Source: an optimization exercise on an open RTL-to-GDS flow (aim: small area). Production flows keep margins and buffers that such runs may drop.
At most, simulation tests tie the RTL to the original design; equivalence was not proved.
Function not checked in run 3: the RTL went through the layout flow alone.
No activity file was given, so power comes from the tool's default toggle rates.

===== flow/flow/run.sh =====
#!/bin/bash
# The standard layout, with:
#  - port buffers from the smallest buffer cell,
#  - clock tree without dummy loads.
set -euo pipefail
export BUFFER_PORTS_ARGS="-buffer_cell sky130_fd_sc_hd__buf_1"
export CTS_ARGS="-sink_clustering_enable -repair_clock_nets -sink_clustering_size 16 -sink_clustering_max_diameter 60 -buf_list sky130_fd_sc_hd__clkbuf_8 -dont_use_dummy_load"
bash standard.sh > standard.log 2>&1

===== flow/standard.sh =====
#!/bin/bash
# synth_recipe.tcl (not shown) runs the flow's synth.tcl, then flattens the netlist and writes it again
# the make line also repeats each setting of config.mk as NAME=value (left out here)
make -C /OpenROAD-flow-scripts/flow DESIGN_CONFIG=/design/flow/config.mk WORK_HOME=/design/flow/orfs CLKGATE_MAP_FILE= SYNTH_SCRIPT=/design/flow/synth_recipe.tcl "${@:-finish}"

===== flow/config.mk =====
export PLATFORM = sky130hd
export DESIGN_NAME = rv32ic_core
export DESIGN_NICKNAME = rv32ic_core
export VERILOG_FILES = /design/flow/design.v
export SDC_FILE = /design/flow/constraint.sdc
export NUM_CORES = 4
export LEC_CHECK = 0
export CAP_MARGIN = 5
export CORE_MARGIN = 2
export CORE_UTILIZATION = 35
export CTS_BUF_LIST = sky130_fd_sc_hd__clkbuf_8
export CTS_CLUSTER_DIAMETER = 60
export CTS_CLUSTER_SIZE = 16
export PLACE_DENSITY = 0.55
export SLEW_MARGIN = 5
export SYNTH_HIERARCHICAL = 1
export SYNTH_MINIMUM_KEEP_SIZE = 0

===== flow/constraint.sdc =====
create_clock -name core_clock -period 15.0 [get_ports {clk}]
set_input_delay 3.0000 -clock core_clock [delete_from_list [all_inputs] [get_ports {clk}]]
set_output_delay 3.0000 -clock core_clock [all_outputs]
set_load 0.01 [all_outputs]

===== flow/design.v =====
module regFile(
	input clk, rst,
	input we,
	input [4:0] wa,
	input [31:0] wd,
	input [4:0] ra,
	output [31:0] rd
);
	reg [31:0] RF [1:31];
	reg [31:1] V;
	wire [31:1] wen, sel;
	wire [991:0] d;
	wire [3:0] wl, rl;
	wire [7:0] wh, rh;
	genvar g;
	generate
		for (g = 0; g < 4; g = g + 1) begin : L
			assign wl[g] = we & (wa[1:0] == g);
			assign rl[g] = (ra[1:0] == g);
		end
		for (g = 0; g < 8; g = g + 1) begin : H
			assign wh[g] = (wa[4:2] == g);
			assign rh[g] = (ra[4:2] == g);
		end
		for (g = 1; g < 32; g = g + 1) begin : R
			rf_and2 WE(.a(wh[g >> 2]), .b(wl[g & 3]), .y(wen[g]));
			rf_and3 SE(.a(rh[g >> 2]), .b(rl[g & 3]), .c(V[g]), .y(sel[g]));
			always @(posedge clk)
				if (wen[g]) RF[g] <= wd;
			always @(posedge clk or posedge rst)
				if (rst) V[g] <= 1'b0;
				else if (wen[g]) V[g] <= 1'b1;
			assign d[(g-1)*32 +: 32] = RF[g];
		end
	endgenerate
	rf_rdmux MUX(.sel(sel), .d(d), .rd(rd));
endmodule
module rf_and2(input a, b, output y);
	assign y = a & b;
endmodule
module rf_and3(input a, b, c, output y);
	assign y = a & b & c;
endmodule
module rf_rdmux(
	input [30:0] sel,
	input [991:0] d,
	output [31:0] rd
);
	genvar b, i;
	generate
		for (b = 0; b < 32; b = b + 1) begin : BIT
			wire [30:0] col;
			for (i = 0; i < 31; i = i + 1) begin : C
				assign col[i] = d[i*32 + b];
			end
			rf_rdbit S(.sel(sel), .d(col), .q(rd[b]));
		end
	endgenerate
endmodule
module rf_rdbit(
	input [30:0] sel,
	input [30:0] d,
	output q
);
	wire [10:0] n;
	genvar k;
	generate
		for (k = 0; k < 10; k = k + 1) begin : G
			rf_aoi3 A(.s(sel[3*k +: 3]), .d(d[3*k +: 3]), .y(n[k]));
		end
	endgenerate
	assign n[10] = ~(sel[30] & d[30]);
	assign q = ~(n[0] & n[1] & n[2] & n[3]) | ~(n[4] & n[5] & n[6] & n[7]) | ~(n[8] & n[9] & n[10]);
endmodule
module rf_aoi3(
	input [2:0] s,
	input [2:0] d,
	output y
);
	assign y = ~((s[0] & d[0]) | (s[1] & d[1]) | (s[2] & d[2]));
endmodule
`timescale 1ns/1ns
module IntCtrl( 
	input clk, rst,
	input[15:0] INT, IRQen,
	output IRQ,
	output reg [3:0] IRQnum
);
	wire [15:0] IRQenINT = (INT & IRQen);
	assign IRQ = | IRQenINT;
	integer i;
	always @(*) begin
		IRQnum = 4'd0;
		for(i=1; i<16; i=i+1)
			if(IRQenINT[i] == 1'b1) IRQnum = i;
	end
endmodule
module rv32Counters(
	input clk, cyc, rst,
	output reg [31:0] Cycle, Timer, Instret, UIE, 
	output reg [3:0] UCause,
	input[31:0] wdata,
	input[4:0] uimm,
	input[3:0] IRQnum,
	input ld_cycle, ld_timer, ld_uie, inc_ret, 
	input c_cycle, c_timer, c_uie,
	output gie, tie, eie,
	output tif
);
	wire [31:0] mask = {27'h7ffffff, ~uimm};
	wire [32:0] cc, tb, ic;
	assign cc[0] = 1'b1;
	assign tb[0] = 1'b1;
	assign ic[0] = inc_ret;
	wire cy_ld = ld_cycle & cyc, cy_clr = ~cy_ld & c_cycle & cyc, cy_inc = ~cy_ld & ~(c_cycle & cyc);
	wire tm_ld = ld_timer & cyc, tm_clr = ~tm_ld & c_timer & cyc;
	wire tm_nz = ~tb[32];
	wire tm_dec = ~tm_ld & ~(c_timer & cyc) & tm_nz;
	wire ue_ld = ld_uie & cyc, ue_clr = ~ue_ld & c_uie & cyc, ue_hold = ~ue_ld & ~(c_uie & cyc);
	wire [31:0] cy_n, tm_n, ue_n;
	genvar k;
	generate for (k = 0; k < 32; k = k + 1) begin : B
		assign cc[k+1] = cc[k] & Cycle[k];
		assign tb[k+1] = tb[k] & ~Timer[k];
		assign ic[k+1] = ic[k] & Instret[k];
		aoi222 CY(.a1(cy_ld), .a2(wdata[k]), .b1(cy_clr), .b2(Cycle[k] & mask[k]), .c1(cy_inc), .c2(Cycle[k] ^ cc[k]), .y(cy_n[k]));
		aoi222 TM(.a1(tm_ld), .a2(wdata[k]), .b1(tm_clr), .b2(Timer[k] & mask[k]), .c1(tm_dec), .c2(Timer[k] ^ tb[k]), .y(tm_n[k]));
		aoi222 UE(.a1(ue_ld), .a2(wdata[k]), .b1(ue_clr), .b2(UIE[k] & mask[k]), .c1(ue_hold), .c2(UIE[k]), .y(ue_n[k]));
	end endgenerate
	always @ (posedge clk or posedge rst)
		if(rst) Timer <= 32'd0;
		else Timer <= ~tm_n;
	always @ (posedge clk or posedge rst)
		if(rst) Cycle <= 32'd0;
		else Cycle <= ~cy_n;
	always @ (posedge clk or posedge rst)
		if(rst) Instret <= 32'd0;
		else Instret <= Instret ^ ic[31:0];
	always @ (posedge clk or posedge rst)
		if(rst) UIE <= 32'd0;
		else UIE <= ~ue_n;
	always @ (posedge clk or posedge rst)
		if(rst) UCause <= 4'd0;
		else UCause <= IRQnum;
	assign {eie, tie, gie} = UIE[2:0];
	assign tif = (Timer == 32'b1);
endmodule
module rv32dec(
	input[31:0] IR,
	output cu_br_inst,
	cu_jal_inst,
	cu_jalr_inst,
	cu_alu_i_inst,
	cu_alu_r_inst,
	cu_load_inst,
	cu_store_inst,
	cu_lui_inst,
	cu_auipc_inst,
	cu_custom_inst,
	cu_system_inst
);
	assign cu_br_inst = (IR[6:2]==5'b11_000);
	assign cu_jal_inst = (IR[6:2]==5'b11_011);
	assign cu_jalr_inst = (IR[6:2]==5'b11_001);
	assign cu_alu_i_inst = (IR[6:2]==5'b00_100);
	assign cu_alu_r_inst = (IR[6:2]==5'b01_100);
	assign cu_load_inst = (IR[6:2]==5'b00_000);
	assign cu_store_inst = (IR[6:2]==5'b01_000);
	assign cu_lui_inst = (IR[6:2]==5'b01_101);
	assign cu_auipc_inst = (IR[6:2]==5'b00_101);
	assign cu_custom_inst = (IR[6:2]==5'b10_001);
	assign cu_system_inst = (IR[6:2]==5'b11_100);
endmodule
module bk_add32(
	input [31:0] a, b,
	input cin,
	output [31:0] s,
	output cout, c31,
	output [31:0] p, g
);
	assign p = a ^ b;
	assign g = a & b;
	wire [31:0] G [0:9];
	wire [31:0] P [0:9];
	assign G[0] = {g[31:1], g[0] | (p[0] & cin)};
	assign P[0] = p;
	genvar l, i;
	generate
		for (l = 1; l <= 5; l = l + 1) begin : UP
			for (i = 0; i < 32; i = i + 1) begin : B
				if (((i + 1) % (1 << l)) == 0) begin : C
					assign G[l][i] = G[l-1][i] | (P[l-1][i] & G[l-1][i - (1 << (l-1))]);
					assign P[l][i] = P[l-1][i] & P[l-1][i - (1 << (l-1))];
				end else begin : T
					assign G[l][i] = G[l-1][i];
					assign P[l][i] = P[l-1][i];
				end
			end
		end
		for (l = 6; l <= 9; l = l + 1) begin : DN
			for (i = 0; i < 32; i = i + 1) begin : B
				if (((i + 1) % (2 << (9-l))) == (1 << (9-l)) && i > (1 << (9-l))) begin : C
					assign G[l][i] = G[l-1][i] | (P[l-1][i] & G[l-1][i - (1 << (9-l))]);
					assign P[l][i] = P[l-1][i] & P[l-1][i - (1 << (9-l))];
				end else begin : T
					assign G[l][i] = G[l-1][i];
					assign P[l][i] = P[l-1][i];
				end
			end
		end
	endgenerate
	assign s = p ^ {G[9][30:0], cin};
	assign cout = G[9][31];
	assign c31 = G[9][30];
endmodule
module rv32i_alu(
	input [31:0]    a, b,
	input [4:0]     shamt,
	output [31:0]   r,
	output          cf, zf, vf, sf,
	input [4:0]     opcode,
	input [2:0]     func3,
	input [6:0]     func7,
	input           br_cmp
);
	wire I = (opcode == 5'b00_100);
	wire R = (opcode == 5'b01_100);
	wire IorR =  I | R;
	wire instr_logic = IorR & ((func3==3'b100) | (func3==3'b111) | (func3==3'b110));
	wire instr_shift = IorR & ((func3==3'b001) | (func3==3'b101));
	wire instr_slt = IorR & (func3==3'b010);
	wire instr_sltu = IorR & (func3==3'b011);
	wire instr_sub = R & (func3 == 3'b000) & func7[5];
	wire instr_branch = (opcode == 5'b11_000);
	wire sub = (instr_branch & br_cmp) | instr_sub | instr_slt | instr_sltu;
	wire [31:0] op_b = {32{sub}} ^ b;
	wire [31:0] add_sub, p, g;
	wire c31;
	bk_add32 ADD(.a(a), .b(op_b), .cin(sub), .s(add_sub), .cout(cf), .c31(c31), .p(p), .g(g));
	wire [4:0] sha = I ? shamt : b[4:0];
	wire left = ~func3[2];
	wire [31:0] ar, sr, srr;
	genvar k;
	generate for (k = 0; k < 32; k = k + 1) begin : REV
		assign ar[k] = a[31-k];
		assign srr[k] = sr[31-k];
	end endgenerate
	wire [31:0] sin = left ? ar : a;
	wire fill = func3[2] & func7[5] & a[31];
	wire [63:0] sx = {{32{fill}}, sin} >> sha;
	assign sr = sx[31:0];
	wire slt_bit = instr_slt ? (sf != vf) : ~cf;
	wire s_slt = instr_slt | instr_sltu;
	wire s_p = IorR & ((func3 == 3'b110) | (func3 == 3'b100));
	wire s_g = IorR & ((func3 == 3'b110) | (func3 == 3'b111));
	wire s_sl = instr_shift & left;
	wire s_sr = instr_shift & ~left;
	wire s_add = ~(s_slt | instr_logic | instr_shift);
	wire [31:0] rn1, rn2;
	genvar q;
	generate for (q = 0; q < 32; q = q + 1) begin : RES
		aoi222 N1(.a1(s_p), .a2(p[q]), .b1(s_g), .b2(g[q]), .c1(s_sl), .c2(srr[q]), .y(rn1[q]));
		if (q == 0) begin : B0
			aoi222 N2(.a1(s_sr), .a2(sr[q]), .b1(s_add), .b2(add_sub[q]), .c1(s_slt), .c2(slt_bit), .y(rn2[q]));
		end else begin : BN
			aoi22 N2(.a1(s_sr), .a2(sr[q]), .b1(s_add), .b2(add_sub[q]), .y(rn2[q]));
		end
		assign r[q] = ~(rn1[q] & rn2[q]);
	end endgenerate
	assign zf = (add_sub == 32'b0);
	assign sf = add_sub[31];
	assign vf = c31 ^ cf;
endmodule
module rv32i_branch_unit (
	input cf, zf, vf, sf,
	input[2:0] func3,
	output reg taken
);
	always @ * begin
		taken = 1'b0;
		(* full_case *)
		(* parallel_case *)
		case(func3)
			3'b000: taken = zf;           
			3'b001: taken = ~zf;          
			3'b100: taken = (sf != vf);   
			3'b101: taken = (sf == vf);   
			3'b110: taken = (~cf);       
			3'b111: taken = (cf);        
			default: taken = 1'b0;
		endcase
	end
endmodule
module rv32i_imm_gen (
input [31:0] inst,
output reg [31:0] imm
);
always @(*) begin
	case (inst[6:2])
		5'b00_100   : 	imm = { {21{inst[31]}}, inst[30:25], inst[24:21], inst[20] };
		5'b01_000     :     imm = { {21{inst[31]}}, inst[30:25], inst[11:8], inst[7] };
		5'b01_101       :     imm = { inst[31], inst[30:20], inst[19:12], 12'b0 };
		5'b00_101     :     imm = { inst[31], inst[30:20], inst[19:12], 12'b0 };
		5'b11_011       : 	imm = { {12{inst[31]}}, inst[19:12], inst[20], inst[30:25], inst[24:21], 1'b0 };
		5'b11_001      : 	imm = { {21{inst[31]}}, inst[30:25], inst[24:21], inst[20] };
		5'b11_000    : 	imm = { {20{inst[31]}}, inst[7], inst[30:25], inst[11:8], 1'b0};
		default           : 	imm = { {21{inst[31]}}, inst[30:25], inst[24:21], inst[20] };  
	endcase  
end
endmodule
module rv32i_extender (
	input [1:0] bsel,
	input [31:0] di,
	output [31:0] dout,
	input [1:0] sz,
	input utype
);
wire b0 = (bsel == 2'd0), b1 = (bsel == 2'd1), b2 = (bsel == 2'd2), b3 = (bsel == 2'd3);
wire [7:0] y0 = di[7:0], y1 = di[15:8], y2 = di[23:16], y3 = di[31:24];
wire s0 = (b0 & y0[7]) | (b1 & y1[7]) | (b2 & y2[7]) | (b3 & y3[7]);
wire s1 = (b0 & y1[7]) | (b1 & y2[7]) | (b2 & y3[7]);
wire fill = ~utype & ((sz == 2'b00) ? s0 : s1);
wire w8 = (sz != 2'b00);		 
wire w16 = sz[1];			 
wire [31:0] n1, n2;
genvar k;
generate for (k = 0; k < 8; k = k + 1) begin : B
	aoi22 A0(.a1(b0), .a2(y0[k]), .b1(b1), .b2(y1[k]), .y(n1[k]));
	aoi22 B0(.a1(b2), .a2(y2[k]), .b1(b3), .b2(y3[k]), .y(n2[k]));
	aoi22 A1(.a1(w8 & b0), .a2(y1[k]), .b1(w8 & b1), .b2(y2[k]), .y(n1[8+k]));
	aoi22 B1(.a1(w8 & b2), .a2(y3[k]), .b1(~w8), .b2(fill), .y(n2[8+k]));
	aoi222 A2(.a1(w16 & b0), .a2(y2[k]), .b1(w16 & b1), .b2(y3[k]), .c1(~w16), .c2(fill), .y(n1[16+k]));
	assign n2[16+k] = 1'b1;
	aoi22 A3(.a1(w16 & b0), .a2(y3[k]), .b1(~w16), .b2(fill), .y(n1[24+k]));
	assign n2[24+k] = 1'b1;
end endgenerate
assign dout = ~(n1 & n2);
endmodule
module rv32_core (
	input clk, rst,
	output [31:0] bdi, baddr,
	output bwr,
	output [1:0] bsz,
	input [31:0] bdo,
	input brdy,
	input [15:0] INT,
	output rf_we,
	output [4:0] rf_wa,
	output [31:0] rf_wd,
	output [4:0] rf_ra,
	input [31:0] rf_rd
);
reg cyc, cu_rst_state, TMRIF, ISRMode;
reg [31:0] IR, IR1, PC, R1, R2, ePC;
wire [31:0] PC1 = PC - ((IR1[0] & IR1[1]) ? 32'd4 : 32'd2);
reg keep2, ir2nn, taken_r;
wire [15:0] IRQen;
wire IRQ;
wire [3:0] IRQnum;
IntCtrl INTCU(.clk(clk), .rst(rst), .INT(INT), .IRQen(IRQen), .IRQ(IRQ), .IRQnum(IRQnum));
wire br_0, jal_0, jalr_0, alui_0, alur_0, load_0, store_0, lui_0, auipc_0, custom_0, system_0;
wire br_1, jal_1, jalr_1, alui_1, alur_1, load_1, store_1, lui_1, auipc_1, custom_1, system_1;
rv32dec IDEC0(.IR(IR), .cu_br_inst(br_0), .cu_jal_inst(jal_0), .cu_jalr_inst(jalr_0),
	.cu_alu_i_inst(alui_0), .cu_alu_r_inst(alur_0), .cu_load_inst(load_0), .cu_store_inst(store_0),
	.cu_lui_inst(lui_0), .cu_auipc_inst(auipc_0), .cu_custom_inst(custom_0), .cu_system_inst(system_0));
rv32dec IDEC1(.IR(IR1), .cu_br_inst(br_1), .cu_jal_inst(jal_1), .cu_jalr_inst(jalr_1),
	.cu_alu_i_inst(alui_1), .cu_alu_r_inst(alur_1), .cu_load_inst(load_1), .cu_store_inst(store_1),
	.cu_lui_inst(lui_1), .cu_auipc_inst(auipc_1), .cu_custom_inst(custom_1), .cu_system_inst(system_1));
wire alu_0 = alui_0 | alur_0;
wire alu_1 = alui_1 | alur_1;
wire [2:0] func3_1 = IR1[14:12];
wire [4:0] rd_1 = IR1[11:7];
wire [4:0] rs1_0 = IR[19:15];
wire [4:0] rs2_0 = IR[24:20];
wire [4:0] rs2_1 = IR1[24:20];
wire [31:0] I1;
rv32i_imm_gen IMMGen(.inst(IR1), .imm(I1));
wire [31:0] alu_r;
wire memrd = load_1 | store_1;
wire alu_cf, alu_zf, alu_vf, alu_sf;
wire tgt_1 = cyc & (br_1 | jal_1);
wire [31:0] alu_a = (auipc_1 | tgt_1) ? PC1 : R1;
wire alu_b_src = alui_1 | load_1 | store_1 | jalr_1 | auipc_1 | lui_1 | tgt_1;
wire ab_r2 = ~alu_b_src & (cyc | keep2);
wire ab_rf = ~alu_b_src & ~(cyc | keep2);
wire [31:0] alu_b, ab_n;
genvar abk;
generate for (abk = 0; abk < 32; abk = abk + 1) begin : AB
	aoi222 M(.a1(alu_b_src), .a2(I1[abk]), .b1(ab_r2), .b2(R2[abk]), .c1(ab_rf), .c2(rf_rd[abk]), .y(ab_n[abk]));
	assign alu_b[abk] = ~ab_n[abk];
end endgenerate
rv32i_alu ALU(.a(alu_a), .b(alu_b), .shamt(IR1[24:20]), .r(alu_r),
	.cf(alu_cf), .zf(alu_zf), .vf(alu_vf), .sf(alu_sf),
	.opcode(IR1[6:2]), .func3(func3_1), .func7(IR1[31:25]), .br_cmp(~cyc));
wire br_taken;
rv32i_branch_unit BR(.cf(alu_cf), .zf(alu_zf), .vf(alu_vf), .sf(alu_sf), .func3(func3_1), .taken(br_taken));
wire [31:0] Cycle, Timer, Instret, UIE;
wire [3:0] UCause;
wire gie, tie, eie, tov;
wire sys_rw = system_1 & (func3_1 == 3'b001);
wire sys_rci = system_1 & (func3_1 == 3'b111);
wire csr_cycle = (IR1[31:20] == 12'hc00);
wire csr_time = (IR1[31:20] == 12'hc01);
wire csr_uie = (IR1[31:20] == 12'h004);
wire cu_ld_time = sys_rw & csr_time;
rv32Counters CNTR(.clk(clk), .cyc(cyc), .rst(rst),
	.Cycle(Cycle), .Timer(Timer), .Instret(Instret), .UIE(UIE), .UCause(UCause),
	.wdata(R1), .uimm(IR1[19:15]), .IRQnum(IRQnum),
	.ld_cycle(sys_rw & csr_cycle), .ld_timer(cu_ld_time), .ld_uie(sys_rw & csr_uie), .inc_ret(ir2nn & ~cyc),
	.c_cycle(sys_rci & csr_cycle), .c_timer(sys_rci & csr_time), .c_uie(sys_rci & csr_uie),
	.gie(gie), .tie(tie), .eie(eie), .tif(tov));
assign IRQen = UIE[18:3];
wire pc_s1 = jalr_1;
wire pc_s2 = (br_1 & taken_r) | jal_1;
wire pc_s4 = (IR == 32'h00200073);
wire reliable = ~(pc_s1 | pc_s2);
wire int_ecall = (IR == 32'h00000073);
wire int_ebreak = (IR == 32'h00100073);
wire intf = ~ISRMode & ((reliable & (int_ecall | int_ebreak)) | (IRQ & eie) | (TMRIF & tie)) & gie;
wire wfi_1 = (IR1 == 32'h10500073);
wire hold = (~intf & wfi_1) | ~brdy;
wire compressed = ~(IR[0] & IR[1]);
wire [4:0] vec = IRQ ? {1'b1, IRQnum} : TMRIF ? 5'd12 : int_ebreak ? 5'd8 : 5'd4;
wire [31:0] pc_seq = PC + (compressed ? 32'd2 : 32'd4);
wire ep_ecb = int_ecall | int_ebreak;
wire [31:0] ep_m, ePC_d;
genvar eb;
generate
	for (eb = 0; eb < 32; eb = eb + 1) begin : EP
		aoi222 M(.a1(~reliable), .a2(alu_r[eb]), .b1(reliable & ep_ecb), .b2(pc_seq[eb]), .c1(reliable & ~ep_ecb), .c2(PC[eb]), .y(ep_m[eb]));
		assign ePC_d[eb] = ~ep_m[eb];
	end
endgenerate
wire irq_t = (IRQ & eie) | (TMRIF & tie);
wire intf_r = ~ISRMode & gie & (int_ecall | int_ebreak | irq_t);
wire intf_n = ~ISRMode & gie & irq_t;
wire [31:0] int_vec = {25'd0, vec, 2'd0};
wire ba_r0 = cyc & ~cu_rst_state;
wire ba_e = ba_r0 & reliable & pc_s4;
wire ba_v = ba_r0 & (reliable ? (~pc_s4 & intf_r) : intf_n);
wire ba_s = ba_r0 & reliable & ~pc_s4 & ~intf_r;
wire ba_a = cyc ? (ba_r0 & ~reliable & ~intf_n) : memrd;
wire ba_n = ~cyc & ~memrd;
wire [31:0] selnone = 32'h40404040;
wire [31:0] ba_m;
genvar bb;
generate
	for (bb = 0; bb < 32; bb = bb + 1) begin : BA
		aoi222 M(.a1(ba_e), .a2(ePC[bb]), .b1(ba_s), .b2(pc_seq[bb]), .c1(ba_a), .c2(alu_r[bb]), .y(ba_m[bb]));
		assign baddr[bb] = ~ba_m[bb] | (ba_v & int_vec[bb]) | (ba_n & selnone[bb]);
	end
endgenerate
wire [31:0] ext_bdo;
rv32i_extender EXT(.bsel(alu_r[1:0]), .di(bdo), .dout(ext_bdo), .sz(func3_1[1:0]), .utype(func3_1[2]));
wire rs_l = load_1, rs_u = lui_1, rs_j = jal_1 | jalr_1, rs_sys = system_1;
wire rs_a = ~(load_1 | lui_1 | jal_1 | jalr_1 | system_1);
wire cs_uc = rs_sys & IR1[21] & IR1[26];
wire cs_ir = rs_sys & IR1[21] & ~IR1[26];
wire cs_uie = rs_sys & ~IR1[21] & IR1[22];
wire cs_t = rs_sys & ~IR1[21] & ~IR1[22] & IR1[20];
wire cs_c = rs_sys & ~IR1[21] & ~IR1[22] & ~IR1[20];
wire [31:0] ucause32 = {28'd0, UCause};
wire [31:0] rm_n1, rm_n2, rm_n3, RESMux;
genvar rb;
generate
	for (rb = 0; rb < 32; rb = rb + 1) begin : RM
		aoi222 N1(.a1(rs_l), .a2(ext_bdo[rb]), .b1(rs_u), .b2(I1[rb]), .c1(rs_j), .c2(PC[rb]), .y(rm_n1[rb]));
		aoi222 N2(.a1(cs_ir), .a2(Instret[rb]), .b1(cs_uie), .b2(UIE[rb]), .c1(cs_t), .c2(Timer[rb]), .y(rm_n2[rb]));
		aoi222 N3(.a1(cs_c), .a2(Cycle[rb]), .b1(rs_a), .b2(alu_r[rb]), .c1(cs_uc), .c2(ucause32[rb]), .y(rm_n3[rb]));
		assign RESMux[rb] = ~(rm_n1[rb] & rm_n2[rb] & rm_n3[rb]);
	end
endgenerate
wire rfw_cls = alu_1 | jal_1 | jalr_1 | lui_1 | load_1 | auipc_1 | system_1;
assign rf_we = cyc & ~hold & (rd_1 != 5'd0) & rfw_cls;
assign rf_wa = rd_1;
assign rf_wd = RESMux;
assign rf_ra = cyc ? rs1_0 : rs2_1;
wire byp_cls = alu_1 | load_1 | lui_1 | auipc_1 | custom_1 | system_1;
wire r1_src = (rd_1 == rs1_0) & byp_cls & (rs1_0 != 5'd0);
wire r2_src = (rd_1 == rs2_0) & byp_cls & (rs2_0 != 5'd0);
wire r1_ld = alu_0 | br_0 | load_0 | store_0 | jalr_0 | custom_0 | system_0;
wire r2_ld = alu_0 | br_0 | store_0 | custom_0;
assign bsz = cyc ? 2'b10 : func3_1[1:0];
assign bwr = ~cyc & store_1;
assign bdi = (baddr[1:0] == 2'b01) ? {R2[23:0], 8'd0} :
	     (baddr[1:0] == 2'b10) ? {R2[15:0], 16'd0} :
	     (baddr[1:0] == 2'b11) ? {R2[7:0], 24'd0} : R2;
wire [31:0] d16ic_32;
wire is16;
D16Inst d16ic(.Inst(bdo[15:0]), .Instout(d16ic_32), .Is16inst(is16));
always @(posedge clk or posedge rst)
	if (rst) IR <= 32'h13;
	else if (~cyc) IR <= hold ? 32'h13 : (is16 ? d16ic_32 : bdo);
always @(posedge clk or posedge rst)
	if (rst) IR1 <= 32'h13;
	else if (cyc) begin
		if (~reliable | intf) IR1 <= 32'h13;
		else if (~hold) IR1 <= IR;
	end
always @(posedge clk or posedge rst)
	if (rst) ir2nn <= 1'b0;
	else if (cyc) ir2nn <= (IR1 != 32'h13);
always @(posedge clk or posedge rst)
	if (rst) PC <= 32'd0;
	else if (cyc & ~hold) PC <= baddr;	 
always @(posedge clk or posedge rst)
	if (rst) ePC <= 32'd0;
	else if (intf & cyc & ~hold) ePC <= ePC_d;
always @(posedge clk)
	if (cyc & ~hold & r1_ld) R1 <= r1_src ? RESMux : rf_rd;
always @(posedge clk)
	if (cyc) begin
		if (~hold & r2_ld & r2_src) R2 <= RESMux;
	end else if (~keep2) R2 <= rf_rd;
always @(posedge clk)
	if (~cyc) taken_r <= br_taken;
always @(posedge clk)
	if (cyc) keep2 <= ~hold & r2_ld & r2_src;
always @(posedge clk or posedge rst)
	if (rst) cyc <= 1'b1;
	else if (~hold) cyc <= ~cyc;
always @(posedge clk or posedge rst)
	if (rst) cu_rst_state <= 1'b1;
	else cu_rst_state <= 1'b0;
always @(posedge clk or posedge rst)
	if (rst) TMRIF <= 1'b0;
	else if (tov) TMRIF <= 1'b1;
	else if (cu_ld_time & cyc) TMRIF <= 1'b0;
always @(posedge clk or posedge rst)
	if (rst) ISRMode <= 1'b0;
	else if (intf & cyc) ISRMode <= 1'b1;
	else if (pc_s4) ISRMode <= 1'b0;
endmodule
module D16Inst(Inst,Instout, Is16inst);
input[15:0] Inst;                            
output reg[31:0] Instout;                    
output Is16inst;                             
assign Is16inst = !Inst[1] | !Inst[0];      
wire [1:0] op = Inst[1:0];
wire [2:0] fun3 = Inst[15:13];
wire [1:0] fun2 = Inst[11:10];
wire [1:0] fun = Inst[6:5];
wire [4:0] Brs1 = Inst[11:7];
wire [4:0] Brs2 = Inst[6:2];
always @(Inst) begin
    Instout = 32'b0;
    case(op)
        2'b00:begin                  
            case(fun3)
                3'b000:begin              
                    Instout = {2'b00,Inst[12:11],Inst[10:7],Inst[5],Inst[6],2'b00,5'b00010,3'b000,2'b01,Inst[4:2],7'b0010001};
                end
                3'b010:begin              
                    Instout = {5'd0,Inst[5],Inst[12:10],Inst[6],2'b00,2'b01,Inst[9:7],3'b010,2'b01,Inst[4:2],7'b0000001};
                end
                3'b110:begin          
                    Instout = {5'd0,Inst[5],Inst[12],2'b01,Inst[4:2],2'b01,Inst[9:7],3'b010,Inst[11:10],Inst[6],2'b00,7'b0100001};
                end
                	default:
	Instout = 32'b0;
            endcase
        end
        2'b01:begin                  
            case(fun3)
                3'b000:begin             
                    Instout = {{6{Inst[12]}},Inst[12],Inst[6:2],Inst[11:7],3'b000,Inst[11:7],7'b0010001};
                end
                3'b001:begin          
                    Instout = {Inst[12],Inst[8],Inst[10:9],Inst[6],Inst[7],Inst[2],Inst[11],Inst[5:3],Inst[12],{8{Inst[12]}},5'b00001,7'b1101101};
                end
                3'b010:begin             
                    Instout = {{6{Inst[12]}},Inst[12],Inst[6:2],5'b00000,3'b000,Inst[11:7],7'b0010001};
                end
                3'b011:begin             
                    case(Brs1)
                    5'b00010: begin      
                        Instout = {{3{Inst[12]}},Inst[12],Inst[6],Inst[5],Inst[4:3],Inst[2],3'd0,Brs1,3'b000,Brs1,7'b0010001};
                    end
                    default: begin       
                        Instout = {{14{Inst[12]}},Inst[12],Inst[6:2],Brs1,7'b0110101};
                    end
                    endcase
                end
                3'b100:begin          
                    case(fun2)
                    2'b00:begin      
                        Instout = {7'b0000000,Inst[6:2],2'b01,Inst[9:7],3'b101,2'b01,Inst[9:7],7'b0010001};
                    end  
                    2'b01:begin      
                        Instout = {7'b0100000,Inst[6:2],2'b01,Inst[9:7],3'b101,2'b01,Inst[9:7],7'b0010001};
                    end
                    2'b10:begin      
                        Instout = {{6{Inst[12]}},Inst[12],Inst[6:2],2'b01,Inst[9:7],3'b111,2'b01,Inst[9:7],7'b0010001};
                    end
                    2'b11:
                        if(!Inst[12])begin
                            case(fun)
                                2'b00: begin     
                                    Instout = {7'b0000000,2'b01, Inst[4:2],2'b01,Inst[9:7],3'b111,2'b01,Inst[9:7],7'b0110001};
                                end
                                2'b01: begin     
                                    Instout = {7'b0000000,2'b01, Inst[4:2],2'b01,Inst[9:7],3'b110,2'b01,Inst[9:7],7'b0110001};
                                end
                                2'b10: begin     
                                    Instout = {7'b0000000,2'b01, Inst[4:2],2'b01,Inst[9:7],3'b100,2'b01,Inst[9:7],7'b0110001};
                                end
                                2'b11: begin     
                                    Instout = {7'b0100000,2'b01, Inst[4:2],2'b01,Inst[9:7],3'b000,2'b01,Inst[9:7],7'b0110001};
                                end
                            endcase
                        end
                    endcase
                end
                3'b101:begin          
                    Instout = {Inst[12],Inst[8],Inst[10:9],Inst[6],Inst[7],Inst[2],Inst[11],Inst[5:3],Inst[12],{8{Inst[12]}},5'b00000,7'b1101101};
                end
                3'b110:begin          
                    Instout = {Inst[12],{2{Inst[12]}},Inst[12],Inst[6:5],Inst[2],5'b00000,2'b01,Inst[9:7],3'b000,Inst[11:10],Inst[4:3],Inst[12],7'b1100001};
                end
                3'b111:begin          
                    Instout = {Inst[12],{2{Inst[12]}},Inst[12],Inst[6:5],Inst[2],5'b00000,2'b01,Inst[9:7],3'b001,Inst[11:10],Inst[4:3],Inst[12],7'b1100001};
                end
            endcase
        end
        2'b10:begin                  
            case(fun3)
                3'b000:begin             
                    Instout = {7'b0000000,Inst[6:2],Inst[11:7],3'b001,Inst[11:7],7'b0010001};
                end
                3'b010:begin             
                    Instout = {4'd0,Inst[3:2],Inst[12],Inst[6:4],2'b00,5'b00010,3'b010,Inst[11:7],7'b0000001};
                end
                3'b100:begin             
                    case(Inst[12])
                        1'b0: begin
                            if(!Brs2) begin              
                                Instout = {12'd0,Brs1,3'b000,5'b00000,7'b1100101};
                            end
                            else begin                   
                                Instout = {7'b0000000,Brs2,5'b00000,3'b000,Brs1,7'b0110001};
                            end
                        end
                        1'b1: begin
                            if(!Brs2&&!Brs1) begin       
                                Instout = {12'd1,5'd0,3'b000,5'd0,7'b1110001};
                            end
                            else if(!Brs2) begin         
                                Instout = {12'd0,Brs1,3'b000,5'b00001,7'b1100101};
                            end
                            else begin                   
                                Instout = {7'b0000000,Brs2,Brs1,3'b000,Brs1,7'b0110001};
                            end
                        end
                    endcase
                end
                3'b110:begin          
                    Instout = {4'd0,Inst[8:7],Inst[12],Inst[6:2],5'b00010,3'b010,Inst[11:9],2'b00,7'b0100001};
                end
	default:
	Instout = 32'b0;
            endcase
        end
	default:
	Instout = 32'b0;
    endcase
end
endmodule
module aoi222(input a1, a2, b1, b2, c1, c2, output y);
	assign y = ~((a1 & a2) | (b1 & b2) | (c1 & c2));
endmodule
module aoi22(input a1, a2, b1, b2, output y);
	assign y = ~((a1 & a2) | (b1 & b2));
endmodule
module rv32ic_core(
	input         clk,
	input         rst,
	output [31:0] bdi,
	output [31:0] baddr,
	output        bwr,
	output [1:0]  bsz,
	input  [31:0] bdo,
	input         brdy,
	input  [15:0] INT
);
	wire        rf_we;
	wire [4:0]  rf_wa, rf_ra;
	wire [31:0] rf_wd, rf_rd;
	rv32_core CPU(
		.clk(clk), .rst(rst),
		.bdi(bdi), .baddr(baddr), .bwr(bwr), .bsz(bsz),
		.bdo(bdo), .brdy(brdy), .INT(INT),
		.rf_we(rf_we), .rf_wa(rf_wa), .rf_wd(rf_wd), .rf_ra(rf_ra), .rf_rd(rf_rd)
	);
	regFile RF(
		.clk(clk), .rst(rst),
		.we(rf_we), .wa(rf_wa), .wd(rf_wd), .ra(rf_ra), .rd(rf_rd)
	);
endmodule

==> summary.txt, run 1 <==
status: no timing/DRC/antenna violations
std cell rows: 156
Cell Area, Synth: 0.0634 mm^2
setup violators final: 0
max frequency: 69.0 MHz
sw power: 6.16 mW
final worst path period share: 0.967
part of the power in the clock network: 0.132
worst slew pin tran: 1220 ps
Worst path max stage delay: 940 ps
Tmin final: 14,500 ps
WS Path Type: reg2out
final net count: 5,179
Max FO, Critical Path: 52
worst path arrival time: 11,500 ps
RR Startpoint: CPU.cyc
drt wl/cell: 31.9 um
Startpoint Class: register
DPL Wire Length: 166 mm
Hold Buf Count CTS: 0
Total Wirelength: 234 mm
HP Start: RF.V[14]
cell leakage power: 25.7 nW
Area Growth Syn to Fin: 8.62%
first-pass GRT wire length: 332 mm
Total Power: 13.8 mW
TNS Setup: 0 ps
Worst Skew: 132 ps
GRT Total Usage: 0.245
Ports: 118
H-tree depth: 3
clk sinks: 1,354
Worst Hold Slack: 470 ps
total grt overflow: 0
CTS tree: done
endpoints failing hold: 0
Routed Antenna Nets: 0
max-cap check violation count: 0
Worst setup EP type: output port
via count: 46,291
layout cells sized above 1: 0.109
die width: 430 um
Final GP Congestion: 1.02
die height: 430 um
Worst VDD drop: 0.118 mV
die area: 0.185 mm^2
Seq pwr share: 0.432
combinational power share: 0.436
starting density of the core: 0.352
Synth Area per Inst: 13.3 um^2
Via density: 6.29
Post-Synthesis Cells: 4,756
Clk Latency, worst-skew pair: 900 ps
1st-iter DRT viols: 8,177
clk slew on worst S/H paths: 100 ps
Crit-path slowest cell: dfstp_4
port bufs: 117
vias in the first global route: 43,936
pre-CTS setup slack: 1320 ps
core area: 0.180 mm^2
# DRC: 0
M3 GR Usage: 0.0383
largest net degree at the start of global routing: 77
worst path required time: 12,000 ps
met2 usage: 0.384
Synth Warn #: 15
fin. max-slew vios: 0
GRT Max-Usage Layer: met2
Longest Clk Path Bufs: 3
P per Cell Area: 201 mW/mm^2
HP Class: reg2reg
RSZ-0062 raised after global routing: no
worst relative slew slack: 0.186
drt pass-1 iters: 15
CTS root buffer: clkbuf_8
Switching Fraction: 0.445
met1 GRT Util: 0.330
fill count: 17,303
initial antenna violation count: 4
CTS Buf Count: 109
P_int: 7.68 mW
Setup WS post-layout: 501 ps
Worst setup startpoint: CPU.cyc
[routing by layer]
metal  up-vias  part of all wire
li1      19939                 -
met1     23723              0.41
met2      2219              0.46
met3       410             0.076
met4         0             0.059
met5         -                 0
[repair_timing]
item                                    4_1_cts  5_1_grt
endpoints found under the setup margin        0       15
gates resized for setup                       0        9
buffers inserted                              0        0
[cell type report]
type,count,area (um^2),share of cell area
multi-input combinational,2938,22600,0.328
inverter,333,1260,0.0183
timing repair buffer,244,1390,0.0202
clock buffer,109,1500,0.0218
sequential,1354,39200,0.569
tap,2370,2970,0.0430
antenna,7,17.5,0.000254
[through the flow]
stage | util | area [um^2] | std cells
after floorplan | - | 63600 | 4784
after global placement | 0.374 | 67400 | 7239
after detailed placement | 0.374 | 67400 | 7239
after CTS | 0.382 | 68900 | 7348
after global routing | 0.382 | 68900 | 7352
final | 0.382 | 68900 | 7355
[final timing paths]
check,end,slack [ps],cells after the start
hold reg to reg,RF.V[14],470,1
setup / recovery,bdi[16],500,38
setup reg to reg,RF.RF[17][19],2240,38
min in group asynchronous,CPU.CNTR.Instret[0],2520,2
max in group asynchronous,CPU.CNTR.Cycle[12],10970,3
hold / removal,RF.V[14],470,1
[state kept, by name (all words and copies together) (netlist names)]
name	flops
RF.RF	992
CPU.CNTR.Cycle	32
CPU.CNTR.Instret	32
CPU.CNTR.Timer	32
CPU.CNTR.UIE	32
CPU.IR1	32
CPU.IR	32
CPU.PC	32
CPU.R1	32
CPU.R2	32
CPU.ePC	32
RF.V	31
CPU.CNTR.UCause	4
CPU.ISRMode	1
CPU.TMRIF	1
CPU.cu_rst_state	1
CPU.cyc	1
CPU.ir2nn	1
CPU.keep2	1
CPU.taken_r	1
[critical path: cells and delay by family, from the launching register on]
kind                       cells  cell delay, ps
adders and majority gates      3            1020
and+or+nand+nor                9            1550
AOI/OAI and AO/OA             13            4190
xor gates and xnor gates       4             810
DFF                            1             940
buffers and inverters          9            2080
[power by group through the flow]
stage,sequential (mW),clock (mW),combinational (mW)
2_1_floorplan,5.73,0,3.35
4_1_cts,5.97,1.85,5.87
3_3_place_gp,6.05,0,5.79
6_report,5.98,1.83,6.03
3_5_place_dp,6.05,0,5.86
5_1_grt,6.00,1.98,6.35
[cells in the final DEF (no fill, tap or decap), drive strengths merged, types with 37 or more instances in the layout]
cell type and instances:
a21oi 157, a222oi 653, a22oi 83, and2 52, and3 88, buf 243, clkbuf 110, dfrtp 288
edfxtp 1058, ha 129, inv 331, mux2i 104, nand2 395, nand3 40, nand4 87, nor2 197
nor2b 37, nor3 55, o21ai 186, or2 41, xnor2 88
==> inputs of run 2 (changes only) <==
--- a/flow/design.v
+++ b/flow/design.v
@@ -490,5 +490,12 @@
 D16Inst d16ic(.Inst(bdo[15:0]), .Instout(d16ic_32), .Is16inst(is16));
+wire [31:0] nop32i = 32'h13;
+wire ir_w = ~cyc & ~hold & ~is16, ir_c = ~cyc & ~hold & is16, ir_nop = ~cyc & hold;
+wire [31:0] ir_n;
+genvar ik;
+generate for (ik = 0; ik < 32; ik = ik + 1) begin : IN
+	aoi222 IRM(.a1(ir_w), .a2(bdo[ik]), .b1(ir_c), .b2(d16ic_32[ik]), .c1(cyc), .c2(IR[ik]), .y(ir_n[ik]));
+end endgenerate
 always @(posedge clk or posedge rst)
 	if (rst) IR <= 32'h13;
-	else if (~cyc) IR <= hold ? 32'h13 : (is16 ? d16ic_32 : bdo);
+	else IR <= ~ir_n | ({32{ir_nop}} & nop32i);
 always @(posedge clk or posedge rst)
@@ -508,8 +515,17 @@
 	else if (intf & cyc & ~hold) ePC <= ePC_d;
+wire r1_en = cyc & ~hold & r1_ld;
+wire r1_b = r1_en & r1_src, r1_f = r1_en & ~r1_src;
+wire r2_b = cyc & ~hold & r2_ld & r2_src;
+wire r2_f = ~cyc & ~keep2;
+wire r2_k = ~(r2_b | r2_f);
+wire [31:0] r1_n, r2_n;
+genvar qk;
+generate for (qk = 0; qk < 32; qk = qk + 1) begin : RR
+	aoi222 R1M(.a1(r1_b), .a2(RESMux[qk]), .b1(r1_f), .b2(rf_rd[qk]), .c1(~r1_en), .c2(R1[qk]), .y(r1_n[qk]));
+	aoi222 R2M(.a1(r2_b), .a2(RESMux[qk]), .b1(r2_f), .b2(rf_rd[qk]), .c1(r2_k), .c2(R2[qk]), .y(r2_n[qk]));
+end endgenerate
 always @(posedge clk)
-	if (cyc & ~hold & r1_ld) R1 <= r1_src ? RESMux : rf_rd;
+	R1 <= ~r1_n;
 always @(posedge clk)
-	if (cyc) begin
-		if (~hold & r2_ld & r2_src) R2 <= RESMux;
-	end else if (~keep2) R2 <= rf_rd;
+	R2 <= ~r2_n;
 always @(posedge clk)
--- a/flow/config.mk
+++ b/flow/config.mk
@@ -7,3 +7,3 @@
 export LEC_CHECK = 0
-export CAP_MARGIN = 5
+export CAP_MARGIN = 15
 export CORE_MARGIN = 2
@@ -14,3 +14,3 @@
 export PLACE_DENSITY = 0.55
-export SLEW_MARGIN = 5
+export SLEW_MARGIN = 15
 export SYNTH_HIERARCHICAL = 1
==> run 2 against run 1 <==
  * Still clean on timing, DRC and antenna
  * Total power rose by 29%
  * Worst hold slack worse by 11 ps
  * Register-to-register slack got worse by 740 ps
  * First-iteration DRC count up 23%
  * Critical path depth is 3 lower
  * Combinational power grew 53%
  * Sequential cell count did not move
  * Count of clock-buffer cells in the layout grew 5
  * Wire length up 5.4%
  * Synthesized cell count shrank 1.9%
  * Highest routed layer is now met5
==> summary.txt, run 2 <==
layout cells sized above 1: 0.115 (was 0.109)
vias in the first global route: 44,113 (was 43,936)
port bufs: 117 (unchanged)
H-tree depth: 3 (unchanged)
RSZ-0062 raised after global routing: no (unchanged)
Routed Antenna Nets: 0 (unchanged)
Worst path max stage delay: 790 ps (was 940 ps)
drt pass-1 iters: 13 (was 15)
RR Startpoint: CPU.cyc (unchanged)
final instance area: 0.0684 mm^2 (was 0.0689 mm^2)
Max FO, Critical Path: 34 (was 52)
WS Path Type: reg2out (unchanged)
Worst setup EP type: output port (unchanged)
placed cell area: 0.0668 mm^2 (was 0.0674 mm^2)
M3 GR Usage: 0.0441 (was 0.0383)
1st-iter DRT viols: 10,073 (was 8,177)
final net count: 5,149 (was 5,179)
drt wl/cell: 33.8 um (was 31.9 um)
Longest Clk Path Bufs: 3 (unchanged)
clk slew on worst S/H paths: 100 ps (about the same)
std cell rows: 155 (was 156)
commonest non-fill, non-tap cell in the layout: edfxtp_1 (unchanged)
Worst path most repeated cell: a222oi_1
hold depth: 2 (was 1)
CTS root buffer: clkbuf_8 (unchanged)
most frequent cells in the layout: edfxtp_1 (994), a222oi_1 (748), inv_1 (393) (was edfxtp_1 (1,058), a222oi_1 (653), nand2_1 (390))
status: no timing/DRC/antenna violations (unchanged)
cell leakage power: 26.3 nW (was 25.7 nW)
fill count: 17,000 (was 17,303)
Worst Hold End: CPU.IR1[1] (was RF.V[14])
die area: 0.182 mm^2 (was 0.185 mm^2)
GRT Max-Usage Layer: met2 (unchanged)
P per Cell Area: 260 mW/mm^2 (was 201 mW/mm^2)
endpoints failing hold: 0 (unchanged)
Synth Warn #: 15 (unchanged)
worst path arrival time: 11,300 ps (was 11,500 ps)
Most flops, register: RF.RF (unchanged)
Worst setup startpoint: CPU.cyc (unchanged)
final worst path period share: 0.953 (was 0.967)
worst slew pin tran: 1310 ps (was 1220 ps)
clk sinks: 1,354 (unchanged)
# DRC: 0 (unchanged)
Synth Area per Inst: 13.4 um^2 (was 13.3 um^2)
Ports: 118 (unchanged)
Total Wirelength: 247 mm (was 234 mm)
TNS Setup: 0 ps (unchanged)
CTS Buf Count: 114 (was 109)
fin cells: 7,311 (was 7,355)
met2 usage: 0.396 (was 0.384)
Tmin final: 14,300 ps (was 14,500 ps)
total grt overflow: 0 (unchanged)
worst path required time: 12,000 ps (about the same)
CTS tree: done (unchanged)
Startpoint Class: register (unchanged)
setup slack, reg-to-reg: 1500 ps (was 2240 ps)
post-placement cell count: 7,188 (was 7,239)
initial antenna violation count: 10 (was 4)
HP Start: CPU.IR1[1] (was RF.V[14])
r2r worst-path depth: 39 (was 38)
largest net degree at the start of global routing: 83 (was 77)
met1 GRT Util: 0.364 (was 0.330)
Register Area: 0.0385 mm^2 (was 0.0392 mm^2)
max-cap check violation count: 0 (unchanged)
GRT Total Usage: 0.263 (was 0.245)
Final GP Congestion: 1.01 (was 1.02)
via count: 47,936 (was 46,291)
Post-Synthesis Cells: 4,664 (was 4,756)
Worst Skew: 171 ps (was 132 ps)
area occupied by multi-input gates: 0.0222 mm^2 (was 0.0226 mm^2)
HP Class: reg2reg (unchanged)
DPL Wire Length: 167 mm (was 166 mm)
max frequency: 69.9 MHz (was 69.0 MHz)
Worst VDD drop: 0.337 mV (was 0.118 mV)
number of flip-flops in the largest register: 992 (unchanged)
die height: 427 um (was 430 um)
fin. max-slew vios: 0 (unchanged)
first-pass GRT wire length: 342 mm (was 332 mm)
reg2reg end: CPU.R2[23] (was RF.RF[17][19])
die width: 427 um (was 430 um)
Cell Area, Synth: 0.0625 mm^2 (was 0.0634 mm^2)
Clk Latency, worst-skew pair: 940 ps (was 900 ps)
core area: 0.178 mm^2 (was 0.180 mm^2)
Area Growth Syn to Fin: 9.47% (was 8.62%)
Crit-path slowest cell: dfstp_2 (was dfstp_4)
starting density of the core: 0.351 (was 0.352)
worst relative slew slack: 0.117 (was 0.186)
Via density: 6.56 (was 6.29)
setup violators final: 0 (unchanged)
## run 2: metrics by stage
step                utilization  setup WS [ps]  hold slack (ps)  power (mW)
finish                    0.384            701              460        17.8
CTS                       0.384            365              463        17.5
detailed placement        0.375           1420              445        15.7
floorplan                     -           2310              432        11.0
global route              0.384           73.7              478        18.3
global placement          0.375           1620              447        15.6
## run 2: how the worst max path moves through the flow
stage,end
after CTS,bdi[21]
final,bdi[30]
after detailed placement,bdi[23]
after global placement,CPU.R2[23]
after global routing,bdi[21]
after floorplan,bdi[16]
## run 2: what timing repair did
action	CTS	global route
hold buffers	0	0
hold endpoints to repair	0	0
setup endpoints to repair	0	24
setup buffers	0	1
resized for setup	0	2
## run 2: final cells by class
cell class              instances  share of cell area
diodes                          8            0.000293
repair buffers                275              0.0239
well taps                    2355              0.0431
flip-flops and latches       1354               0.563
multi-input cells            2808               0.325
clock buffers                 114              0.0229
inverters                     397              0.0219
## run 2: critical path, delay by kind of cell (launching register included)
kind | cells | cell delay [ps]
adder cells (fa/ha/maj) | 3 | 1020
flip-flops | 1 | 790
buffers and inverters | 7 | 1600
multiplexers | 1 | 500
AO/OA/AOI/OAI | 13 | 3790
XOR/XNOR | 4 | 1080
AND/OR/NAND/NOR | 7 | 1510
## run 2: per-layer routing
metal / vias to the layer above / wire (um)
met5: - / 13
met4: 2 / 15400
met3: 567 / 24600
met2: 3065 / 109000
met1: 24411 / 98200
li1: 19891 / -
## run 2: where the power goes
group          switching (mW)  leakage, nW  internal (mW)
sequential              0.642         13.6           6.07
clock                    1.20        0.820          0.671
combinational            7.06         11.9           2.19
==> inputs of run 3 (changes only) <==
--- a/flow/design.v
+++ b/flow/design.v
@@ -425,3 +425,4 @@
 wire ep_ecb = int_ecall | int_ebreak;
-wire [31:0] ep_m, ePC_d;
+wire ep_en = intf & cyc & ~hold;
+wire [31:0] ep_m1, ep_m2, ePC_d;
 genvar eb;
@@ -429,4 +430,5 @@
 	for (eb = 0; eb < 32; eb = eb + 1) begin : EP
-		aoi222 M(.a1(~reliable), .a2(alu_r[eb]), .b1(reliable & ep_ecb), .b2(pc_seq[eb]), .c1(reliable & ~ep_ecb), .c2(PC[eb]), .y(ep_m[eb]));
-		assign ePC_d[eb] = ~ep_m[eb];
+		aoi22 M1(.a1(ep_en & ~reliable), .a2(alu_r[eb]), .b1(ep_en & reliable & ep_ecb), .b2(pc_seq[eb]), .y(ep_m1[eb]));
+		aoi22 M2(.a1(ep_en & reliable & ~ep_ecb), .a2(PC[eb]), .b1(~ep_en), .b2(ePC[eb]), .y(ep_m2[eb]));
+		assign ePC_d[eb] = ~(ep_m1[eb] & ep_m2[eb]);
 	end
@@ -490,8 +492,12 @@
 D16Inst d16ic(.Inst(bdo[15:0]), .Instout(d16ic_32), .Is16inst(is16));
-wire [31:0] nop32i = 32'h13;
+wire [31:0] nop32 = 32'h13;
 wire ir_w = ~cyc & ~hold & ~is16, ir_c = ~cyc & ~hold & is16, ir_nop = ~cyc & hold;
-wire [31:0] ir_n;
-genvar ik;
-generate for (ik = 0; ik < 32; ik = ik + 1) begin : IN
-	aoi222 IRM(.a1(ir_w), .a2(bdo[ik]), .b1(ir_c), .b2(d16ic_32[ik]), .c1(cyc), .c2(IR[ik]), .y(ir_n[ik]));
+wire i1_nop = cyc & (~reliable | intf);
+wire i1_ir = cyc & ~(~reliable | intf) & ~hold;
+wire i1_keep = ~(i1_nop | i1_ir);
+wire [31:0] ir_n, ir1_n;
+genvar rk;
+generate for (rk = 0; rk < 32; rk = rk + 1) begin : RN
+	aoi222 IRM(.a1(ir_w), .a2(bdo[rk]), .b1(ir_c), .b2(d16ic_32[rk]), .c1(cyc), .c2(IR[rk]), .y(ir_n[rk]));
+	aoi222 I1M(.a1(i1_ir), .a2(IR[rk]), .b1(i1_keep), .b2(IR1[rk]), .c1(i1_nop), .c2(nop32[rk]), .y(ir1_n[rk]));
 end endgenerate
@@ -499,9 +505,6 @@
 	if (rst) IR <= 32'h13;
-	else IR <= ~ir_n | ({32{ir_nop}} & nop32i);
+	else IR <= ~ir_n | ({32{ir_nop}} & nop32);
 always @(posedge clk or posedge rst)
 	if (rst) IR1 <= 32'h13;
-	else if (cyc) begin
-		if (~reliable | intf) IR1 <= 32'h13;
-		else if (~hold) IR1 <= IR;
-	end
+	else IR1 <= ~ir1_n;
 always @(posedge clk or posedge rst)
@@ -514,3 +517,3 @@
 	if (rst) ePC <= 32'd0;
-	else if (intf & cyc & ~hold) ePC <= ePC_d;
+	else ePC <= ePC_d;
 wire r1_en = cyc & ~hold & r1_ld;
--- a/flow/config.mk
+++ b/flow/config.mk
@@ -7,3 +7,3 @@
 export LEC_CHECK = 0
-export CAP_MARGIN = 15
+export CAP_MARGIN = 5
 export CORE_MARGIN = 2
@@ -14,3 +14,3 @@
 export PLACE_DENSITY = 0.55
-export SLEW_MARGIN = 15
+export SLEW_MARGIN = 5
 export SYNTH_HIERARCHICAL = 1
==> run 3 against run 2 <==
  * Wire length down 3.0%
  * Non-clock buffer count up 1
  * Area after synthesis up 1.2%
  * Highest routed layer is now met4
  * Combinational power about the same
  * Largest cell class unchanged
  * Count of clock-buffer cells in the layout down 2
  * Register-to-register slack better by 840 ps
  * Global-route usage down 1.2 points
  * Critical path depth down 1
  * Largest power group unchanged
==> summary.txt, run 3 <==
P per Cell Area: 259 mW/mm^2 (was 260 mW/mm^2)
Switching Fraction: 0.493 (was 0.499)
Worst Hold Slack: 467 ps (was 460 ps)
CTS root buffer: clkbuf_8 (unchanged)
first-pass GRT wire length: 338 mm (was 342 mm)
H-tree depth: 3 (unchanged)
WS Path Type: reg2out (unchanged)
clk slew on worst S/H paths: 90 ps (was 100 ps)
wire length on met2: 109 mm (about the same)
Final GP Congestion: 0.986 (was 1.01)
Routed Antenna Nets: 0 (unchanged)
Max FO, Critical Path: 33 (was 34)
Synth Warn #: 15 (unchanged)
WL met1: 93.2 mm (was 98.2 mm)
CTS tree: done (unchanged)
Area Growth Syn to Fin: 9.57% (was 9.47%)
die height: 429 um (was 427 um)
Setup WS post-layout: 500 ps (was 701 ps)
fill count: 17,084 (was 17,000)
via count: 47,420 (was 47,936)
vias in the first global route: 44,661 (was 44,113)
initial antenna violation count: 21 (was 10)
final worst path period share: 0.967 (was 0.953)
max-cap check violation count: 0 (unchanged)
endpoints failing hold: 0 (unchanged)
Startpoint Class: register (unchanged)
cell leakage power: 26.8 nW (was 26.3 nW)
Clk Latency, worst-skew pair: 890 ps (was 940 ps)
worst relative slew slack: 0.0509 (was 0.117)
Hold Buf Count CTS: 0 (unchanged)
combinational power share: 0.515 (was 0.519)
worst slew pin tran: 1420 ps (was 1310 ps)
Cell Area, Synth: 0.0633 mm^2 (was 0.0625 mm^2)
Synth Area per Inst: 13.5 um^2 (was 13.4 um^2)
Seq pwr share: 0.382 (was 0.377)
Worst VDD drop: 0.276 mV (was 0.337 mV)
drt pass-1 iters: 14 (was 13)
clk sinks: 1,354 (unchanged)
Post-Synthesis Cells: 4,700 (was 4,664)
number of flip-flops in the largest register: 992 (unchanged)
starting density of the core: 0.351 (about the same)
largest net degree at the start of global routing: 80 (was 83)
status: no timing/DRC/antenna violations (unchanged)
RSZ-0062 raised after global routing: no (unchanged)
Crit-path slowest cell: a222oi_1 (was dfstp_2)
# DRC: 0 (unchanged)
worst path arrival time: 11,500 ps (was 11,300 ps)
Most flops, register: RF.RF (unchanged)
1st-iter DRT viols: 10,156 (was 10,073)
HP Start: RF.V[25] (was CPU.IR1[1])
Worst setup EP type: output port (unchanged)
GRT Total Usage: 0.251 (was 0.263)
P_int: 9.11 mW (was 8.93 mW)
commonest non-fill, non-tap cell in the layout: edfxtp_1 (unchanged)
DPL Wire Length: 162 mm (was 167 mm)
Worst setup startpoint: CPU.cyc (unchanged)
die width: 429 um (was 427 um)
final core occ: 0.385 (was 0.384)
final net count: 5,227 (was 5,149)
top sig layer: met4 (was met5)
port bufs: 117 (unchanged)
fin. max-slew vios: 0 (unchanged)
Via density: 6.40 (was 6.56)
Worst path max stage delay: 850 ps (was 790 ps)
total grt overflow: 0 (unchanged)
setup violators final: 0 (unchanged)
pre-CTS setup slack: 1290 ps (was 1420 ps)
Tmin final: 14,500 ps (was 14,300 ps)
die area: 0.184 mm^2 (was 0.182 mm^2)
max frequency: 69.0 MHz (was 69.9 MHz)
Total Wirelength: 240 mm (was 247 mm)
drt wl/cell: 32.3 um (was 33.8 um)
sw power: 8.87 mW (was 8.89 mW)
RR Startpoint: CPU.cyc (unchanged)
worst path required time: 12,000 ps (about the same)
routed length on met3: 21.4 mm (was 24.6 mm)
Worst path most repeated cell: a222oi_1 (unchanged)
HP Class: reg2reg (unchanged)
TNS Setup: 0 ps (unchanged)
part of the power in the clock network: 0.103 (was 0.105)
layout cells sized above 1: 0.133 (was 0.115)
Ports: 118 (unchanged)
Longest Clk Path Bufs: 3 (unchanged)
CTS Buf Count: 112 (was 114)
Worst Skew: 131 ps (was 171 ps)
std cell rows: 156 (was 155)
core area: 0.180 mm^2 (was 0.178 mm^2)
most frequent cells in the layout: edfxtp_1 (994), a222oi_1 (748), inv_1 (414) (was edfxtp_1 (994), a222oi_1 (748), inv_1 (393))
Total Power: 18.0 mW (was 17.8 mW)
==> run 3: critical path: cells and delay by family, from the launching register on <==
family / cells / cell delay [ps]
xor gates and xnor gates: 4 / 1080
DFF: 1 / 790
AOI/OAI and AO/OA: 13 / 4270
buffers and inverters: 6 / 1470
and+or+nand+nor: 7 / 1520
muxes: 1 / 450
adders and majority gates: 3 / 1020
==> run 3: routing by layer <==
layer,global-route usage,up-vias
li1,-,20072
met5,0,-
met2,0.393,2709
met1,0.331,24195
met4,0.149,0
met3,0.0371,444
==> run 3: power by group through the flow <==
stage / clock [mW] / combinational [mW] / sequential [mW]
final: 1.85 / 9.26 / 6.86
after global routing: 2.01 / 9.60 / 6.87
after CTS: 1.88 / 9.00 / 6.83
after detailed placement: 0 / 8.99 / 6.92
after global placement: 0 / 8.92 / 6.91
after floorplan: 0 / 4.70 / 6.61
==> run 3: what timing repair did <==
action / in CTS / in global routing
endpoints found under the setup margin: 0 / 8
gates resized for setup: 0 / 1
endpoints found under the hold margin: 0 / 0
setup buffers: 0 / 0
==> run 3: path summary, 6_finish.rpt <==
check	endpoint	slack, ps	cells past startpoint
min in group asynchronous	RF.V[31]	2550	3
worst max register to register	CPU.R2[19]	2340	39
max in group asynchronous	CPU.CNTR.Cycle[10]	10930	3
worst min-delay path	RF.V[25]	470	1
worst max-delay path	bdi[28]	500	34
worst min register to register	RF.V[25]	470	1
==> run 3: layout make-up <==
type                    count  area (um^2)  area share
clock buffers             112         1540      0.0222
diodes                     17         42.5    0.000614
well taps                2370         2970      0.0428
multi-input cells        2865        23000       0.332
repair buffers            276         1630      0.0236
inverters                 419         1580      0.0228
flip-flops and latches   1354        38500       0.556
==> run 3: metrics by stage <==
step | instance area (um^2) | cells
finish | 69300 | 7413
floorplan | 63500 | 4759
global placement | 67700 | 7284
global route | 69300 | 7410
CTS | 69300 | 7396
detailed placement | 67700 | 7284

-- separate check: timing with driven ports --
The flow's constraints put no driver on any port. The routed layouts listed below were extracted and timed again, unchanged, in two steps.
Step 1 assumes that a clkbuf_16 drives the clock port and a buf_2 every other input.
Step 2 times the ports against the registers' clock, not the clock port: input delays grow and output delays shrink by t, the midpoint of the rising clock arrivals with the driver on.
Slacks: ideal / step 1 / step 2; pairs: ideal / step 1.
run | t, ns | setup WS [ns] | worst setup path after step 2
run 1 | 0.907 | 0.501 / 0.428 / 1.335 | register to output
run 2 | 0.932 | 0.701 / 0.622 / 1.500 | register to register
run 3 | 0.896 | 0.500 / 0.429 / 1.325 | register to output
After both steps every run listed still meets setup and hold.
